This is an optimization exercise on Yosys and OpenROAD, whose aim is small area and a short achievable clock period, not a production implementation. RTL that was checked went through simulation tests only; none was proved equivalent to the original. Power and IR drop assume default switching activity.

## quantizer
module quantizer(
    input         clk,
    input         rst,
    input  [31:0] i_max,
    input  [31:0] i_activation,
    output [7:0]  o_index
);
    wire [23:0] p0;
    wire        a24;
    wire [22:0] nm0;
    wire [3:0]  sh0;
    wire        sat0;
    quant_pre u_quant_pre(
        .clk(clk), .rst(rst), .i_max(i_max), .i_activation(i_activation),
        .o_p(p0), .o_a24(a24), .o_nm(nm0), .o_sh(sh0), .o_sat(sat0)
    );
    wire [23:1] p   [1:8];
    wire        r23 [1:8];
    wire [22:0] nm  [1:8];
    wire [3:0]  sh  [1:8];
    wire        sat [1:8];
    wire [7:0]  q   [1:8];    
    wire c1;
    quant_divider u_step1(.i_p(p0), .i_v24(a24), .i_nm(nm0),
                          .o_bit(c1), .o_p(p[1]), .o_r23(r23[1]));
    assign nm[1]  = nm0;
    assign sh[1]  = sh0;
    assign sat[1] = sat0;
    assign q[1]   = {7'd0, c1};
    genvar k;
    generate
        for (k = 2; k <= 8; k = k + 1) begin : g_stage
            reg [23:1] r_p;
            reg        r_r23;
            reg [22:0] r_nm;
            reg [3:0]  r_sh;
            reg        r_sat;
            reg [6:0]  r_q;
            always @(posedge clk) begin
                r_p   <= p[k-1];
                r_r23 <= r23[k-1];
                r_nm  <= nm[k-1];
                r_sh  <= sh[k-1];
                r_sat <= sat[k-1];
                r_q   <= q[k-1][6:0];
            end
            wire c;
            quant_divider u_step(.i_p({r_p, r_nm[0]}), .i_v24(r_r23), .i_nm(r_nm),
                                 .o_bit(c), .o_p(p[k]), .o_r23(r23[k]));
            assign nm[k]  = r_nm;
            assign sh[k]  = r_sh;
            assign sat[k] = r_sat;
            assign q[k]   = {r_q, c};
        end
    endgenerate
    wire [7:0] idx = sat[8] ? 8'hff : (q[8] >> sh[8]);
    reg [3:0] r_cnt;
    reg [7:0] r_index;
    always @(posedge clk or posedge rst) begin
        if (rst) begin
            r_cnt   <= 4'd0;
            r_index <= 8'd0;
        end else begin
            if (!r_cnt[3])
                r_cnt <= r_cnt + 4'd1;
            r_index <= idx & {8{r_cnt[3]}};
        end
    end
    assign o_index = r_index;
endmodule
Size in the first run: about 74 I/O pins.
==> flow/config.mk <==
export PLATFORM = sky130hd
export DESIGN_NAME = quantizer
export DESIGN_NICKNAME = quantizer
export VERILOG_FILES = /design/flow/design.v
export SDC_FILE = /design/flow/constraint.sdc
export NUM_CORES = 4
export LEC_CHECK = 0
export ABC_AREA = 1
export CAP_MARGIN = 20
export CORE_MARGIN = 2
export CORE_UTILIZATION = 65
export CTS_CLUSTER_DIAMETER = 100
export CTS_CLUSTER_SIZE = 30
export SETUP_SLACK_MARGIN = 2.9
export SLEW_MARGIN = 20
==> flow/constraint.sdc <==
create_clock -name core_clock -period 5.0 [get_ports {clk}]
set_input_delay 1.0000 -clock core_clock [delete_from_list [all_inputs] [get_ports {clk}]]
set_output_delay 1.0000 -clock core_clock [all_outputs]
set_load 0.01 [all_outputs]
standard.sh (not shown) runs the stock make flow with config.mk's settings and CLKGATE_MAP_FILE= SYNTH_SCRIPT=/design/flow/synth_recipe.tcl, a recipe that flattens the netlist after the stock synthesis.
==> flow/flow/run.sh <==
#!/bin/bash
# The standard ORFS layout, run whole; the only change is the cell used
# for the input and output port buffers (the smallest plain buffer instead of the
# delay buffer the resizer picks by default).
set -euo pipefail
export BUFFER_PORTS_ARGS="-buffer_cell sky130_fd_sc_hd__buf_1"
bash standard.sh > standard.log 2>&1
The baseline finished clean.
Edit:
Settings changed: CORE_UTILIZATION 65 to 60.
=> The new run completed without violations; setup slack improves by 0.049 ns; clock skew hardly moves; wire length grows by 8.4%; sequential share of layout area shrinks by 0.49 points; global-route usage shrinks by 1.0 points; cell area grows by 1.1%; core utilization shrinks by 4.0 points; maximum frequency grows by 2.4%; final cell count grows by 0.75%.
Edit:
Settings changed: SETUP_SLACK_MARGIN 2.9 to 2.8.
=> The changed run passed the timing, design-rule and antenna checks. Count of clock-buffer cells in the layout does not change. Utilization goes down by 1.3 points. Power fell by 3.0%. Flip-flop and latch count does not change. Via count drops by 1.0%. Worst setup slack gets worse by 0.075 ns. Routed wire length shrinks by 5.0%. Area after synthesis stays the same. Clock skew is about the same.

---

alpha:
quantizer, a different RTL version from the one above (not shown whole).
Size: about 1900 cells after synthesis, about 450 flip-flops, about 74 I/O pins.
clock: 5.0 ns
lec_check: 0
cap_margin: 20
core_margin: 2
core_utilization: 60
cts_cluster_diameter: 100
cts_cluster_size: 30
setup_slack_margin: 2.4
slew_margin: 20
run.sh (not shown) runs the stock make flow with config.mk's settings and CLKGATE_MAP_FILE= SYNTH_SCRIPT=/design/flow/synth_recipe.tcl, a recipe that flattens the netlist after the stock synthesis.
Stock flow here: none of the scripts above is used.
What beta does differently from alpha at the input level:
diff --git a/flow/config.mk b/flow/config.mk
--- a/flow/config.mk
+++ b/flow/config.mk
@@ -12,3 +12,3 @@
 export CTS_CLUSTER_SIZE = 30
-export SETUP_SLACK_MARGIN = 2.4
+export SETUP_SLACK_MARGIN = 2.0
 export SLEW_MARGIN = 20
## What came out
- Clock period minus worst slack ended up 0.082 ns higher on beta than on alpha.
- alpha → beta: global-route usage decreased by 2.9 points relative to the old numbers; register-to-register slack decreased by 0.08 ns relative to the old numbers; post-route cell area decreased by about 8% relative to the old numbers.
- Diff alpha..beta | area enclosed by the die boundary | unchanged
- Between alpha and beta, the sequential share of layout area is higher for beta.
- alpha vs beta, highest-power group: combinational logic vs registers
- beta vs. alpha: count of plain and timing-repair buffers in the layout now smaller, wire length per cell now smaller, fraction of standard cell area in multi-input logic now smaller.
Function was not checked in any run of this note: the RTL went through the layout flow alone.

---

Another version of the RTL of quantizer (not shown whole).
For scale: about 1900 cells after synthesis, ~74 I/O pins, ~19000 µm² of cells after synthesis.
Settings: LEC_CHECK=0, CAP_MARGIN=20, CORE_MARGIN=2, CORE_UTILIZATION=60, CTS_CLUSTER_DIAMETER=100, CTS_CLUSTER_SIZE=30, PLACE_DENSITY=0.75, SETUP_SLACK_MARGIN=2.5, SLEW_MARGIN=20; clock period 5.0 ns.
standard.sh (not shown) runs the stock make flow with config.mk's settings and CLKGATE_MAP_FILE= SYNTH_SCRIPT=/design/flow/synth_recipe.tcl, a recipe that flattens the netlist after the stock synthesis.
Scripts as last shown in full above: flow/flow/run.sh
The first run ran to the end with no violations.
Change:
PLACE_DENSITY = unset   (was 0.75)
SETUP_SLACK_MARGIN = 2.4   (was 2.5)
Worst setup slack is worse by 0.055 ns. Sequential share of layout area rises by 0.85 points. Synthesized cell count stays the same. Maximum frequency falls by a few percent.
Change:
ABC_AREA = 1   (was unset)
SETUP_SLACK_MARGIN = 3.1   (was 2.4)
Effect: Cell area rises by 27%; area after synthesis rises by 13%; sequential share of layout area decreases by 7.9 points; flip-flop and latch count stays the same; power rises by 21%; worst setup slack improves by 0.29 ns; non-clock buffer count goes up by 146; synthesized cell count came out higher by 60%; die area is higher by 12%; global-route usage came out higher by 2.1 points.

---

Setup of run A:
The RTL this note starts from:
==> flow/design.v <==
`timescale 1ns / 1ps
module quant_pre(
    input             clk,
    input             rst,
    input      [31:0] i_max,
    input      [31:0] i_activation,
    output reg [23:0] o_p,      
    output reg        o_a24,    
    output reg [22:0] o_nm,     
    output reg [2:0]  o_sh,     
    output reg        o_sat     
);
    wire [7:0]  em = i_max[30:23];
    wire [7:0]  ea = i_activation[30:23];
    wire [22:0] mm = i_max[22:0];
    wire [22:0] ma = i_activation[22:0];
    wire [7:0]  d  = em - ea;
    wire big  = ea > em;
    wire zero = ea < (em - 8'd8);
    wire eq   = (ea == em);
    reg [24:0] a;
    always @(*) begin
        if (zero & ~big)
            a = 25'd0;
        else if (eq)
            a = {1'b1, ma, 1'b0};
        else
            a = {2'b01, ma};
    end
    always @(posedge clk) begin
        o_p   <= a[23:0] ^ {1'b0, ~mm};
        o_a24 <= a[24];
        o_nm  <= ~mm;
        o_sh  <= eq ? 3'd0 : (d[2:0] - 3'd1);
        o_sat <= big | (eq & ~zero & (ma >= mm));
    end
endmodule
`timescale 1ns / 1ps
module quant_divider (
    input  [23:0] i_p,
    input         i_v24,
    input  [22:0] i_nm,
    output        o_bit,
    output [23:1] o_p,
    output        o_r23
);
    localparam N = 24;
    localparam L = 5;
    wire [N-1:0] b = {1'b0, i_nm};
    wire [N-1:0] p = i_p;
    wire [N-1:0] g = ~p & b;                   
    wire [N-1:0] G [0:2*L-1];
    wire [N-1:0] P [0:2*L-1];
    assign G[0] = {g[N-1:1], p[0] | b[0]};
    assign P[0] = {p[N-1:1], 1'b0};
    genvar l, i;
    generate
        for (l = 0; l < L; l = l + 1) begin : g_up
            for (i = 0; i < N; i = i + 1) begin : g_bit
                if (((i + 1) % (2 << l)) == 0) begin : m
                    assign G[l+1][i] = G[l][i] | (P[l][i] & G[l][i - (1 << l)]);
                    assign P[l+1][i] = P[l][i] & P[l][i - (1 << l)];
                end else begin : k
                    assign G[l+1][i] = G[l][i];
                    assign P[l+1][i] = P[l][i];
                end
            end
        end
        for (l = L - 2; l >= 0; l = l - 1) begin : g_dn
            for (i = 0; i < N; i = i + 1) begin : g_bit
                if (((i + 1) % (2 << l)) == (1 << l) && i > (1 << l)) begin : m
                    assign G[2*L-1-l][i] = G[2*L-2-l][i] | (P[2*L-2-l][i] & G[2*L-2-l][i - (1 << l)]);
                    assign P[2*L-1-l][i] = P[2*L-2-l][i] & P[2*L-2-l][i - (1 << l)];
                end else begin : k
                    assign G[2*L-1-l][i] = G[2*L-2-l][i];
                    assign P[2*L-1-l][i] = P[2*L-2-l][i];
                end
            end
        end
    endgenerate
    wire [N-1:0] cy  = G[2*L-1];               
    wire [N-1:0] cin = {cy[N-2:0], 1'b1};      
    assign o_bit = i_v24 | cy[N-1];
    wire [N:0]   bn  = {2'b00, i_nm};          
    wire [N-1:0] x   = p ^ bn[N:1];
    wire [N-1:0] sel = o_bit ? cin : b;
    wire [N-1:0] r   = x ^ sel ^ bn[N:1];
    assign o_r23 = r[N-1];
    assign o_p   = x[N-2:0] ^ sel[N-2:0];
endmodule
`timescale 1ns / 1ps
module quantizer(
    input         clk,
    input         rst,
    input  [31:0] i_max,
    input  [31:0] i_activation,
    output [7:0]  o_index
);
    wire [23:0] p0;
    wire        a24;
    wire [22:0] nm0;
    wire [2:0]  sh0;
    wire        sat0;
    quant_pre u_quant_pre(
        .clk(clk), .rst(rst), .i_max(i_max), .i_activation(i_activation),
        .o_p(p0), .o_a24(a24), .o_nm(nm0), .o_sh(sh0), .o_sat(sat0)
    );
    wire [23:1] p   [1:8];
    wire        r23 [1:8];
    wire [22:0] nm  [1:8];
    wire [2:0]  sh  [1:8];
    wire        sat [1:8];
    wire [7:0]  q   [1:8];    
    wire c1;
    quant_divider u_step1(.i_p(p0), .i_v24(a24), .i_nm(nm0),
                          .o_bit(c1), .o_p(p[1]), .o_r23(r23[1]));
    assign nm[1]  = nm0;
    assign sh[1]  = sh0;
    assign sat[1] = sat0;
    assign q[1]   = {7'd0, c1};
    genvar k;
    generate
        for (k = 2; k <= 8; k = k + 1) begin : g_stage
            reg [23:1] r_p;
            reg        r_r23;
            reg [22:0] r_nm;
            reg [2:0]  r_sh;
            reg        r_sat;
            reg [6:0]  r_q;
            always @(posedge clk) begin
                r_p   <= p[k-1];
                r_r23 <= r23[k-1];
                r_nm  <= nm[k-1];
                r_sh  <= sh[k-1];
                r_sat <= sat[k-1];
                r_q   <= q[k-1][6:0];
            end
            wire c;
            quant_divider u_step(.i_p({r_p, r_nm[0]}), .i_v24(r_r23), .i_nm(r_nm),
                                 .o_bit(c), .o_p(p[k]), .o_r23(r23[k]));
            assign nm[k]  = r_nm;
            assign sh[k]  = r_sh;
            assign sat[k] = r_sat;
            assign q[k]   = {r_q, c};
        end
    endgenerate
    wire [7:0] idx = sat[8] ? 8'hff : (q[8] >> sh[8]);
    reg [3:0] r_cnt;
    reg [7:0] r_index;
    always @(posedge clk or posedge rst) begin
        if (rst) begin
            r_cnt   <= 4'd0;
            r_index <= 8'd0;
        end else begin
            if (!r_cnt[3])
                r_cnt <= r_cnt + 4'd1;
            r_index <= idx & {8{r_cnt[3]}};
        end
    end
    assign o_index = r_index;
endmodule
clock: 5.0 ns
lec_check: 0
abc_area: 1
cap_margin: 20
core_margin: 2
core_utilization: 60
cts_cluster_diameter: 100
cts_cluster_size: 30
setup_slack_margin: 2.3
slew_margin: 20
Scripts as last shown in full above: flow/flow/run.sh
The following lists how run B was set up differently from run A:
# run A
export LEC_CHECK = 0
export ABC_AREA = 1
export CAP_MARGIN = 20
export CORE_MARGIN = 2
export CORE_UTILIZATION = 60
export CTS_CLUSTER_DIAMETER = 100
export CTS_CLUSTER_SIZE = 30
export SETUP_SLACK_MARGIN = 2.3
export SLEW_MARGIN = 20
create_clock -name core_clock -period 5.0 [get_ports {clk}]
# run B
export LEC_CHECK = 0
export CAP_MARGIN = 20
export CORE_MARGIN = 2
export CORE_UTILIZATION = 60
export CTS_CLUSTER_DIAMETER = 100
export CTS_CLUSTER_SIZE = 30
export SETUP_SLACK_MARGIN = 2.9
export SLEW_MARGIN = 20
create_clock -name core_clock -period 5.0 [get_ports {clk}]
==> flow/flow/run.sh <==
#!/bin/bash
# The standard ORFS layout, run whole; the only change is the cell used
# for the input and output port buffers (a plain buffer instead of the
# delay buffer the resizer picks by default).
set -euo pipefail
export BUFFER_PORTS_ARGS="-buffer_cell sky130_fd_sc_hd__buf_2"
bash standard.sh > standard.log 2>&1
### Flow results
Comparing run B and run A, the higher die footprint is on run A. Between run A and run B, the final setup TNS figures differ only marginally. Run B does better than run A on synthesized area. From run A to run B, setup-violating endpoint count in the final report did not move at all. Run A has a lower synthesis-to-finish area growth than run B.
diff inputs: run B => run C
# run B
export LEC_CHECK = 0
export CAP_MARGIN = 20
export CORE_MARGIN = 2
export CORE_UTILIZATION = 60
export CTS_CLUSTER_DIAMETER = 100
export CTS_CLUSTER_SIZE = 30
export SETUP_SLACK_MARGIN = 2.9
export SLEW_MARGIN = 20
create_clock -name core_clock -period 5.0 [get_ports {clk}]
# run C
export LEC_CHECK = 0
export CAP_MARGIN = 20
export CORE_MARGIN = 2
export CORE_UTILIZATION = 60
export CTS_CLUSTER_DIAMETER = 100
export CTS_CLUSTER_SIZE = 30
export SETUP_SLACK_MARGIN = 2.0
export SLEW_MARGIN = 20
create_clock -name core_clock -period 5.0 [get_ports {clk}]
[summary]
Compared with run B, placement density in the core of run C is lower. Comparing run C and run B, the lower critical path depth in cells is on run C. Run C -> run B: number of cells traversed by the worst hold path delta 0, exact match. Taking run B as the reference, in run C clock network fraction of design power saw an increase, clock-buffer cell count has increased, post-layout instance area -0.0043 mm2. Delta(sequential share of layout area, run C - run B) > 0. Cell area reported after detailed placement is lower on run C. In the flow results for run C and run B, the clock skew is smaller on run C. Result for run C and run B: all clean. The lower via count normalized by instance count came out of run C.
diff inputs: run C => run D
# run C
export LEC_CHECK = 0
export CAP_MARGIN = 20
export CORE_MARGIN = 2
export CORE_UTILIZATION = 60
export CTS_CLUSTER_DIAMETER = 100
export CTS_CLUSTER_SIZE = 30
export SETUP_SLACK_MARGIN = 2.0
export SLEW_MARGIN = 20
create_clock -name core_clock -period 5.0 [get_ports {clk}]
# run D
export LEC_CHECK = 0
export CAP_MARGIN = 20
export CORE_MARGIN = 2
export CORE_UTILIZATION = 60
export CTS_CLUSTER_DIAMETER = 100
export CTS_CLUSTER_SIZE = 30
export SETUP_SLACK_MARGIN = 2.5
export SLEW_MARGIN = 20
create_clock -name core_clock -period 5.0 [get_ports {clk}]
### Flow results
Run D went all the way through synthesis, placement and routing and the layout is clean on timing, DRC and antenna. The async set-reset flop share out of synthesis on run D is in line with that on run C. Between run D and run C, slew at the pin closest to its max-slew limit is higher for run C, run D comes in under that. When the final numbers for run D and run C were put side by side, the final cell count turned out to be smaller in run C. [run D vs run C] number of gates given a new drive strength after cts: higher in run D. Relative to run C, final area has increased by 0.0014 mm2 in run D. Run C has a lower critical path depth than run D. Run D does worse than run C on total wire length. Comparing run D and run C, the higher overall power consumption is on run D. On utilization after layout: between run D and run C, it ends up lower for run C. Lower worst setup slack was reported by run C, not run D.
## Diff of input files: run E against run D
# run D
export LEC_CHECK = 0
export CAP_MARGIN = 20
export CORE_MARGIN = 2
export CORE_UTILIZATION = 60
export CTS_CLUSTER_DIAMETER = 100
export CTS_CLUSTER_SIZE = 30
export SETUP_SLACK_MARGIN = 2.5
export SLEW_MARGIN = 20
create_clock -name core_clock -period 5.0 [get_ports {clk}]
# run E
export LEC_CHECK = 0
export ABC_AREA = 1
export CAP_MARGIN = 20
export CORE_MARGIN = 2
export CORE_UTILIZATION = 60
export CTS_CLUSTER_DIAMETER = 100
export CTS_CLUSTER_SIZE = 30
export SETUP_SLACK_MARGIN = 2.5
export SLEW_MARGIN = 20
create_clock -name core_clock -period 5.0 [get_ports {clk}]
==> flow/flow/run.sh <==
#!/bin/bash
# The standard ORFS layout, run whole; the only change is the cell used
# for the input and output port buffers (the smallest plain buffer instead of the
# delay buffer the resizer picks by default).
set -euo pipefail
export BUFFER_PORTS_ARGS="-buffer_cell sky130_fd_sc_hd__buf_1"
bash standard.sh > standard.log 2>&1
Results
- Max post-synthesis instance area across run E and run D: run E
- The type of the setup path with the least slack comes out reg2reg in one run and in2reg in the other, namely in run D and run E respectively.
- Relative to run D, global router's overall resource usage has decreased by 0.35 points in run E.
- The lower post-route non-filler standard cell count of run E and run D is in run D.
- On effective utilization at floorplan, run E and run D are basically level.
- Area: run E vs run D -> run E larger
Setup changes, run E to run F
# run E
export LEC_CHECK = 0
export ABC_AREA = 1
export CAP_MARGIN = 20
export CORE_MARGIN = 2
export CORE_UTILIZATION = 60
export CTS_CLUSTER_DIAMETER = 100
export CTS_CLUSTER_SIZE = 30
export SETUP_SLACK_MARGIN = 2.5
export SLEW_MARGIN = 20
create_clock -name core_clock -period 5.0 [get_ports {clk}]
# run F
export LEC_CHECK = 0
export CAP_MARGIN = 20
export CORE_MARGIN = 2
export CORE_UTILIZATION = 55
export CTS_CLUSTER_DIAMETER = 100
export CTS_CLUSTER_SIZE = 30
export SETUP_SLACK_MARGIN = 2.5
export SLEW_MARGIN = 20
create_clock -name core_clock -period 5.0 [get_ports {clk}]
### Flow results
Run F: area overhead of the layout relative to synthesis is 9.6 points higher than what run E reported. Fmax: run F lower than run E. From run E to run F the numbers moved as follows: leakage power of the design decreased by 24% relative to the old numbers, count of placed standard cells in the final layout, fillers left out decreased by 1075 relative to the old numbers, core utilization of the finished layout closely matched the old numbers.

what the ideal ports hide:
The results above use ideal ports. As a check the final layouts listed here were re-extracted and re-timed, cells and wires unchanged. Step 1, drivers: a clkbuf_16 drives clk and a buf_2 each remaining input, both assumed. Step 2 moves the port delays by t, midway between the first and last clock arrival at a register: inputs arrive t later, outputs are due t later. That takes back most of the time a late clock gives input paths. a / b / c = ideal / step 1 / step 2; a / b = the first two.
| run | shift t [ns] | setup WS [ns] | worst hold slack (ns) | worst setup path after step 2 | slew at the worst register clock pin (ns) |
|---|---|---|---|---|---|
| the first run of note 1 | 0.570 | 2.890 / 2.901 / 2.331 | 0.331 / 0.331 / 0.331 | input to register | 0.10 / 0.10 |
| the second run of note 1 | 0.578 | 2.939 / 2.892 / 2.379 | 0.326 / 0.326 / 0.326 | input to register | 0.11 / 0.11 |
| the third run of note 1 | 0.579 | 2.864 / 2.884 / 2.306 | 0.331 / 0.331 / 0.331 | input to register | 0.10 / 0.10 |
| alpha | 0.570 | 1.897 / 1.897 / 1.897 | 0.331 / 0.331 / 0.331 | register to register | 0.11 / 0.11 |
| beta | 0.564 | 1.816 / 1.816 / 1.604 | 0.327 / 0.327 / 0.327 | input to register | 0.11 / 0.11 |
| the first run of note 3 | 0.568 | 2.497 / 2.497 / 1.933 | 0.329 / 0.329 / 0.329 | input to register | 0.11 / 0.11 |
| the second run of note 3 | 0.569 | 2.442 / 2.442 / 1.926 | 0.333 / 0.333 / 0.333 | input to register | 0.11 / 0.11 |
| the third run of note 3 | 0.580 | 2.735 / 2.739 / 2.159 | 0.333 / 0.333 / 0.333 | input to register | 0.11 / 0.11 |
| run A | 0.586 | 2.531 / 2.563 / 1.977 | 0.323 / 0.323 / 0.323 | input to register | 0.11 / 0.11 |
| run B | 0.576 | 2.552 / 2.546 / 1.970 | 0.330 / 0.330 / 0.330 | input to register | 0.11 / 0.11 |
| run C | 0.568 | 2.197 / 2.197 / 1.855 | 0.332 / 0.332 / 0.332 | input to register | 0.10 / 0.10 |
| run D | 0.575 | 2.460 / 2.460 / 1.947 | 0.327 / 0.327 / 0.327 | input to register | 0.11 / 0.11 |
| run E | 0.571 | 2.571 / 2.599 / 2.028 | 0.327 / 0.327 / 0.327 | input to register | 0.11 / 0.11 |
| run F | 0.577 | 2.458 / 2.445 / 1.867 | 0.332 / 0.332 / 0.332 | input to register | 0.10 / 0.10 |
After both steps every run listed still meets setup and hold. The setup slack of run F, which loses most, moves by -0.013 ns with the drivers and by -0.591 ns with both steps.
